What follows belongs to an exercise in optimizing a design on an open flow for small area and a short achievable clock period; a production flow would make more cautious choices.
At most, simulation tests tie the RTL to the original design; equivalence was not proved.
Power is estimated from default activity; no workload was simulated.

## axi_stream_insert_header
module axi_stream_insert_header #(
	parameter DATA_WD = 128,
	parameter DATA_BYTE_WD = DATA_WD / 8
) (
	input                           clk,
	input                           rst_n,
	input                           valid_in,
	input      [DATA_WD-1 : 0]      data_in,
	input      [DATA_BYTE_WD-1 : 0] keep_in,
	input                           last_in,
	output reg                      ready_in,
	input                           valid_insert,
	input      [DATA_WD-1 : 0]      header_insert,
	input      [DATA_BYTE_WD-1 : 0] keep_insert,
	output reg                      ready_insert,
	output                          valid_out,
	output     [DATA_WD-1 : 0]      data_out,
	output     [DATA_BYTE_WD-1 : 0] keep_out,
	output                          last_out,
	input                           ready_out
);
export LEC_CHECK = 0
export CAP_MARGIN = 20
export CORE_MARGIN = 2
export CORE_UTILIZATION = 60
export CTS_CLUSTER_DIAMETER = 90
export CTS_CLUSTER_SIZE = 24
export SLEW_MARGIN = 20
export SYNTH_HIERARCHICAL = 1
create_clock -name core_clock -period 30.0 [get_ports {clk}]
standard.sh (not shown) runs the stock make flow with config.mk's settings and CLKGATE_MAP_FILE= SYNTH_SCRIPT=/design/flow/synth_recipe.tcl, a recipe that flattens the netlist after the stock synthesis.
==> flow/flow/run.sh <==
#!/bin/bash
# Standard layout, with plain buf_1 cells as the port buffers and timing repair aiming well below the period.
set -euo pipefail
bash standard.sh 'BUFFER_PORTS_ARGS=-buffer_cell sky130_fd_sc_hd__buf_1' SETUP_SLACK_MARGIN=21 finish > make.log 2>&1
Then changed:
--- a/flow/config.mk
+++ b/flow/config.mk
@@ -10 +10 @@
-export CORE_UTILIZATION = 60
+export CORE_UTILIZATION = 45
The new run passed the timing, design-rule and antenna checks.
Maximum frequency drops by 0.92%.
Final area climbs by 1.4%.
Utilization drops by 16 points.
Synthesized cell count does not change.
Register-to-register slack loses 0.05 ns.
Clock-buffer cell count climbs by 4.
First-iteration DRC count drops by 9.6%.
Via count climbs by 0.52%.
Then changed:
==> flow/flow/run.sh (replaced) <==
#!/bin/bash
# Standard layout, with plain buf_1 cells as the port buffers and timing repair aiming well below the period.
set -euo pipefail
bash standard.sh 'BUFFER_PORTS_ARGS=-buffer_cell sky130_fd_sc_hd__buf_1' SETUP_SLACK_MARGIN=22 finish > make.log 2>&1
--- a/flow/config.mk
+++ b/flow/config.mk
@@ -10 +10 @@
-export CORE_UTILIZATION = 45
+export CORE_UTILIZATION = 60
=> The new run finished clean; clock power goes down by 9.5%; final cell count goes up by 1.7%; setup slack improved by 0.21 ns; sequential share of layout area goes down by 6.9 points; clock skew goes up by 0.0086 ns; wire length goes up by 40%; final area goes up by about 27%; sequential power goes up by 16%.
Then changed:
==> flow/flow/run.sh (replaced) <==
#!/bin/bash
# Standard layout, with plain buf_1 cells as the port buffers and timing repair aiming well below the period.
set -euo pipefail
bash standard.sh 'BUFFER_PORTS_ARGS=-buffer_cell sky130_fd_sc_hd__buf_1' SETUP_SLACK_MARGIN=21.5 finish > make.log 2>&1
Result:
- worst setup slack improved by 0.091 ns
- cell area falls by 15%
- sequential share of layout area rises by 4.6 points
- utilization falls by 13 points
- synthesized cell count does not change
- sequential power falls by 13%
No run of this note included a check of the RTL's function; only the layout flow was run.

## north
The RTL this note starts from:
==> flow/design.v <==
module aish_merge #(
	parameter NB = 16
) (
	input  [8*NB-1:0] a,
	input  [8*NB-1:0] b,
	input  [8*NB-1:0] c,
	input  [NB-1:0]   sa,
	input  [NB-1:0]   sb,
	input  [NB-1:0]   sc,
	output [8*NB-1:0] y
);
	genvar j;
	generate
		for (j = 0; j < NB; j = j + 1) begin : g_byte
			assign y[8*j +: 8] = ~((a[8*j +: 8] & {8{sa[j]}}) |
			                       (b[8*j +: 8] & {8{sb[j]}}) |
			                       (c[8*j +: 8] & {8{sc[j]}}));
		end
	endgenerate
endmodule
module aish_rot #(
	parameter NB  = 16,
	parameter SH  = 1,
	parameter INV = 1,
	parameter SN  = 0
) (
	input  [8*NB-1:0] a,
	input             s,
	output [8*NB-1:0] y
);
	wire [8*NB-1:0] r = {a[8*SH-1:0], a[8*NB-1:8*SH]};
	wire [8*NB-1:0] m = (SN ? ~s : s) ? r : a;
	assign y = INV ? ~m : m;
endmodule
module aish_sort4 (
	input  [3:0] v,
	output [3:0] t
);
	assign t[0] = |v;
	assign t[1] = (v[0] & v[1]) | (v[0] & v[2]) | (v[0] & v[3]) |
	              (v[1] & v[2]) | (v[1] & v[3]) | (v[2] & v[3]);
	assign t[2] = (v[0] & v[1] & v[2]) | (v[0] & v[1] & v[3]) |
	              (v[0] & v[2] & v[3]) | (v[1] & v[2] & v[3]);
	assign t[3] = &v;
endmodule
module aish_tadd #(
	parameter N = 4
) (
	input  [N-1:0]   a,
	input  [N-1:0]   b,
	output [2*N-1:0] c
);
	wire [N:0] ae = {a, 1'b1};
	wire [N:0] be = {b, 1'b1};
	genvar m, i;
	generate
		for (m = 1; m <= 2 * N; m = m + 1) begin : g_m
			wire [N:0] term;
			for (i = 0; i <= N; i = i + 1) begin : g_i
				if (m - i >= 0 && m - i <= N)
					assign term[i] = ae[i] & be[m-i];
				else
					assign term[i] = 1'b0;
			end
			assign c[m-1] = |term;
		end
	endgenerate
endmodule
module aish_thermo16 (
	input  [15:0] x,
	output [15:0] t
);
	wire [3:0] n0, n1, n2, n3;
	wire [7:0] h0, h1;
	aish_sort4 u_n0 (.v(x[3:0]),   .t(n0));
	aish_sort4 u_n1 (.v(x[7:4]),   .t(n1));
	aish_sort4 u_n2 (.v(x[11:8]),  .t(n2));
	aish_sort4 u_n3 (.v(x[15:12]), .t(n3));
	aish_tadd #(.N(4)) u_h0 (.a(n0), .b(n1), .c(h0));
	aish_tadd #(.N(4)) u_h1 (.a(n2), .b(n3), .c(h1));
	aish_tadd #(.N(8)) u_t  (.a(h0), .b(h1), .c(t));
endmodule
module aish_rot2 #(
	parameter NB  = 16,
	parameter SH  = 1,
	parameter INV = 1
) (
	input  [8*NB-1:0] a,
	input             s_n,
	input             s_p,
	output [8*NB-1:0] y
);
	localparam HB = 4 * NB;
	wire [8*NB-1:0] r = {a[8*SH-1:0], a[8*NB-1:8*SH]};
	wire [8*NB-1:0] m = {s_p ? r[8*NB-1:HB] : a[8*NB-1:HB], ~s_n ? r[HB-1:0] : a[HB-1:0]};
	assign y = INV ? ~m : m;
endmodule
module aish_sel #(
	parameter NB = 16
) (
	input  [NB-1:0] t,
	input  [NB-1:0] h,
	input           up,
	output [NB-1:0] sa,
	output [NB-1:0] sb,
	output [NB-1:0] sc
);
	assign sa = up ? ~t : ~h;
	assign sb = {NB{up}} & t;
	assign sc = {NB{~up}} & h;
endmodule
module axi_stream_insert_header #(
	parameter DATA_WD = 128,
	parameter DATA_BYTE_WD = DATA_WD / 8
) (
	input                           clk,
	input                           rst_n,
	input                           valid_in,
	input      [DATA_WD-1 : 0]      data_in,
	input      [DATA_BYTE_WD-1 : 0] keep_in,
	input                           last_in,
	output reg                      ready_in,
	input                           valid_insert,
	input      [DATA_WD-1 : 0]      header_insert,
	input      [DATA_BYTE_WD-1 : 0] keep_insert,
	output reg                      ready_insert,
	output                          valid_out,
	output     [DATA_WD-1 : 0]      data_out,
	output     [DATA_BYTE_WD-1 : 0] keep_out,
	output                          last_out,
	input                           ready_out
);
	localparam NB = DATA_BYTE_WD;
	reg               rdy_prev;    
	reg               rdy_prev2;   
	reg [DATA_WD-1:0] data_d;      
	reg [DATA_WD-1:0] merged_n;    
	reg [4:0]         hdr_cnt;     
	reg [4:0]         keep_cnt;    
	reg [5:0]         end_cnt;     
	reg [2:0]         rot_n;       
	reg [2:0]         rot_p;       
	wire [1:0] in_c2 [0:7];
	wire [2:0] in_c4 [0:3];
	wire [3:0] in_c8 [0:1];
	genvar g;
	generate
		for (g = 0; g < 8; g = g + 1) begin : g_c2
			assign in_c2[g] = keep_in[2*g] + keep_in[2*g+1];
		end
		for (g = 0; g < 4; g = g + 1) begin : g_c4
			assign in_c4[g] = in_c2[2*g] + in_c2[2*g+1];
		end
		for (g = 0; g < 2; g = g + 1) begin : g_c8
			assign in_c8[g] = in_c4[2*g] + in_c4[2*g+1];
		end
	endgenerate
	wire [4:0] in_cnt = in_c8[0] + in_c8[1];
	wire start = ready_out & valid_insert & valid_in;
	wire up    = ready_in & ~rdy_prev;
	wire [4:0] shift;
	wire [15:0] ins_t;
	aish_thermo16 u_ins_t (.x(keep_insert), .t(ins_t));
	wire [4:0] ins_cnt;
	assign ins_cnt[4] = ins_t[15];
	assign ins_cnt[3] = ins_t[7] & ~ins_t[15];
	assign ins_cnt[2] = (ins_t[3] & ~ins_t[7]) | (ins_t[11] & ~ins_t[15]);
	assign ins_cnt[1] = (ins_t[1] & ~ins_t[3]) | (ins_t[5] & ~ins_t[7]) |
	                    (ins_t[9] & ~ins_t[11]) | (ins_t[13] & ~ins_t[15]);
	assign ins_cnt[0] = (ins_t[0] & ~ins_t[1]) | (ins_t[2] & ~ins_t[3]) |
	                    (ins_t[4] & ~ins_t[5]) | (ins_t[6] & ~ins_t[7]) |
	                    (ins_t[8] & ~ins_t[9]) | (ins_t[10] & ~ins_t[11]) |
	                    (ins_t[12] & ~ins_t[13]) | (ins_t[14] & ~ins_t[15]);
	assign shift = up ? ins_cnt : hdr_cnt;
	reg [NB-1:0] hdr_low;
	integer j;
	always @(*) begin
		for (j = 0; j < NB; j = j + 1)
			hdr_low[j] = (hdr_cnt > j);
	end
	wire [NB-1:0] sel_in, sel_hdr, sel_prev;
	aish_sel #(.NB(NB)) u_sel (
		.t(ins_t), .h(hdr_low), .up(up),
		.sa(sel_in), .sb(sel_hdr), .sc(sel_prev));
	wire [DATA_WD-1:0] merged_n_d, merged_n_d8;
	aish_merge #(.NB(NB)) u_merge (
		.a(data_in), .b(header_insert), .c(data_d),
		.sa(sel_in), .sb(sel_hdr), .sc(sel_prev), .y(merged_n_d));
	aish_rot #(.NB(NB), .SH(8), .INV(0)) u_rot3 (.a(merged_n_d), .s(shift[3]), .y(merged_n_d8));
	wire [DATA_WD-1:0] r0, r1;
	aish_rot2 #(.NB(NB), .SH(1), .INV(1)) u_rot0 (.a(merged_n), .s_n(rot_n[0]), .s_p(rot_p[0]), .y(r0));
	aish_rot2 #(.NB(NB), .SH(2), .INV(1)) u_rot1 (.a(r0),       .s_n(rot_n[1]), .s_p(rot_p[1]), .y(r1));
	aish_rot2 #(.NB(NB), .SH(4), .INV(1)) u_rot2 (.a(r1),       .s_n(rot_n[2]), .s_p(rot_p[2]), .y(data_out));
	reg [NB-1:0] last_keep;
	integer k;
	always @(*) begin
		for (k = 0; k < NB; k = k + 1)
			last_keep[k] = (end_cnt >= 2 * NB - k);
	end
	assign valid_out = rdy_prev | rdy_prev2;
	assign last_out  = rdy_prev2 & ~rdy_prev;
	assign keep_out  = rdy_prev ? {NB{1'b1}} : last_keep;
	always @(posedge clk or negedge rst_n) begin
		if (~rst_n) begin
			ready_in     <= 1'b0;
			ready_insert <= 1'b0;
			rdy_prev     <= 1'b0;
			rdy_prev2    <= 1'b0;
		end else begin
			if (last_in)
				ready_in <= 1'b0;
			else if (start)
				ready_in <= 1'b1;
			if (ready_in)
				ready_insert <= 1'b0;
			else if (start)
				ready_insert <= 1'b1;
			rdy_prev  <= ready_in;
			rdy_prev2 <= rdy_prev;
		end
	end
	always @(posedge clk) begin
		data_d   <= data_in;
		merged_n <= merged_n_d8;
		rot_n    <= ~shift[2:0];
		rot_p    <= shift[2:0];
		if (up)
			hdr_cnt <= ins_cnt;
		keep_cnt <= in_cnt;
		end_cnt  <= hdr_cnt + keep_cnt;
	end
endmodule
export LEC_CHECK = 0
export CAP_MARGIN = 20
export CORE_MARGIN = 2
export CORE_UTILIZATION = 60
export CTS_BUF_LIST = sky130_fd_sc_hd__clkbuf_8
export CTS_CLUSTER_DIAMETER = 60
export CTS_CLUSTER_SIZE = 12
export SLEW_MARGIN = 20
export SYNTH_HIERARCHICAL = 1
create_clock -name core_clock -period 30.0 [get_ports {clk}]
==> flow/flow/run.sh <==
#!/bin/bash
# Standard layout, with plain buf_1 cells as the port buffers and timing repair aiming well below the period.
set -euo pipefail
bash standard.sh 'BUFFER_PORTS_ARGS=-buffer_cell sky130_fd_sc_hd__buf_1' SETUP_SLACK_MARGIN=21.65 finish > make.log 2>&1
north completed; timing, DRC and antenna clean
Changes in south relative to north:
Settings: CTS_CLUSTER_DIAMETER: 60 -> 90; CTS_BUF_LIST: sky130_fd_sc_hd__clkbuf_8 -> unset; CORE_UTILIZATION: 60 -> 45; CTS_CLUSTER_SIZE: 12 -> 24.
==> flow/flow/run.sh <==
#!/bin/bash
# Standard layout, with plain buf_1 cells as the port buffers and timing repair aiming well below the period.
set -euo pipefail
bash standard.sh 'BUFFER_PORTS_ARGS=-buffer_cell sky130_fd_sc_hd__buf_1' SETUP_SLACK_MARGIN=21.5 finish > make.log 2>&1
## What came out
south was carried through to the last stage, and its layout satisfied the timing, design-rule and antenna checks.
From north to south the numbers moved as follows: vertical die dimension went up by 25 µm; count of placed standard cells in the final layout, fillers left out went up by about 3.7%; area after synthesis was more or less identical; detailed-route via count went down by 512.
~same sequential power in south and north
Compared with north, south degrades final critical path time including I/O delays and setup.
Relative to north, the cell area after layout measured on south has decreased slightly.
north → south: setup slack of the most critical reg-to-reg path went down by 0.18 ns; combinational share of power went down by 1.5 points; internal power contribution went up by about 0.4%.
Modified inputs, east compared to south
Settings: CTS_BUF_LIST now sky130_fd_sc_hd__clkbuf_8, previously not set; CORE_UTILIZATION now 60, was 45; CTS_CLUSTER_SIZE now 12, was 24; CTS_CLUSTER_DIAMETER now 60, was 90.
Notes after the runs:
In east the routed wire length turned out 6.8% lower than in south.
Relative to south, least setup slack across all paths after layout has increased by 0.0076 ns in east.
On east: share of total power in sequential cells is 1.8 points higher than what south gave.
Between south and east, the difference in maximum frequency is negligible.
Summary of the comparison: logic gate share of total power is lower in east, relative to south.
Between south and east, utilization is higher for east, south comes in under that.
Edits applied to the flow inputs when going from east to west:
Settings: CORE_UTILIZATION changed from 60 to 70.
==> flow/flow/run.sh <==
#!/bin/bash
# Standard layout, with plain buf_1 cells as the port buffers and timing repair aiming well below the period.
set -euo pipefail
bash standard.sh 'BUFFER_PORTS_ARGS=-buffer_cell sky130_fd_sc_hd__buf_1' SETUP_SLACK_MARGIN=21.3 finish > make.log 2>&1
## What came out
For west and east, there was not a single run that failed to finish clean.
[compare] base=east new=west: overall power of the completed layout dropped 1.6%, number of nets in the finished design dropped 1.0%.
Delta (west minus east): met3 track utilization from global routing now larger, headroom to the max-slew limit was more or less identical, proportion of layout cells with a drive suffix above 1 went down 2.5 points.
west -> east: required time of the critical path flat
Combined area of the multi-input logic cells in west is about 1.5% below east.
Across both runs, final critical path time including I/O delays and setup was higher for west than for east.
Cell depth of the worst flop-to-flop path: west vs east identical
Of the two values seen for highest-delay cell along the critical path, sky130_fd_sc_hd__fa_1 was produced by east and sky130_fd_sc_hd__or4_1 by west.
Clock power share of east is on par with west.
[inputs] middle vs west
Settings: CORE_UTILIZATION: 70 -> 60; CTS_BUF_LIST: sky130_fd_sc_hd__clkbuf_8 -> unset; CTS_CLUSTER_DIAMETER: 60 -> 90; CTS_CLUSTER_SIZE: 12 -> 24.
==> flow/flow/run.sh <==
#!/bin/bash
# Standard layout, with plain buf_1 cells as the port buffers and timing repair aiming well below the period.
set -euo pipefail
bash standard.sh 'BUFFER_PORTS_ARGS=-buffer_cell sky130_fd_sc_hd__buf_1' SETUP_SLACK_MARGIN=21.5 finish > make.log 2>&1
Reported sequential group power was higher in the run labelled west. Diff middle and west: floorplan core area higher in middle. Design area grows by a few percent when moving from west to middle. On middle: register-to-register slack is 0.10 ns lower than what west gave. Side by side, met3 track demand over resource in global routing turned out lower in middle than in west. Delta (middle minus west): final period utilization went down 0.33 points; placed wire-length estimate after detailed placement moved up; area growth from synthesis to layout grew by 3.2 points; setup slack rose 0.099 ns. Sort middle and west by required time reported for the critical path endpoint, ascending, and middle comes first.

[what the ideal ports hide]
The results above use ideal ports. As a check the final layouts listed here were re-extracted and re-timed, cells and wires unchanged. Step 1: set_driving_cell puts a clkbuf_16 on clk and a buf_2 on each other input, an assumption about the parent block. Step 2, shift: input delay + t, output delay - t, t = (earliest + latest rising clock arrival at the registers) / 2. This alone moves slack from input paths to output paths. Slacks: no drivers / after step 1 / after step 2; pairs: no drivers / after step 1.
run | shift t [ns] | slack for setup (ns) | hold WS [ns] | cell pins on the clock port's net
the first run of note 1 | 0.546 | 21.112 / 21.123 / 20.589 | 0.455 / 0.455 / 0.455 | 1
the second run of note 1 | 0.555 | 21.029 / 21.026 / 20.506 | 0.437 / 0.437 / 0.437 | 1
the third run of note 1 | 0.567 | 21.235 / 21.191 / 20.694 | 0.452 / 0.452 / 0.452 | 1
the fourth run of note 1 | 0.540 | 21.325 / 21.338 / 20.798 | 0.442 / 0.442 / 0.442 | 1
north | 0.629 | 21.592 / 21.580 / 20.952 | 0.440 / 0.440 / 0.440 | 1
south | 0.558 | 21.471 / 21.481 / 20.923 | 0.448 / 0.448 / 0.448 | 1
east | 0.617 | 21.479 / 21.498 / 20.881 | 0.445 / 0.445 / 0.445 | 1
west | 0.613 | 21.278 / 21.304 / 20.691 | 0.448 / 0.448 / 0.448 | 1
middle | 0.544 | 21.377 / 21.394 / 20.850 | 0.455 / 0.455 / 0.455 | 1
After both steps setup and hold are still met in every run listed. The setup slack of north, which loses most, moves by -0.012 ns with the drivers and by -0.640 ns with both steps.
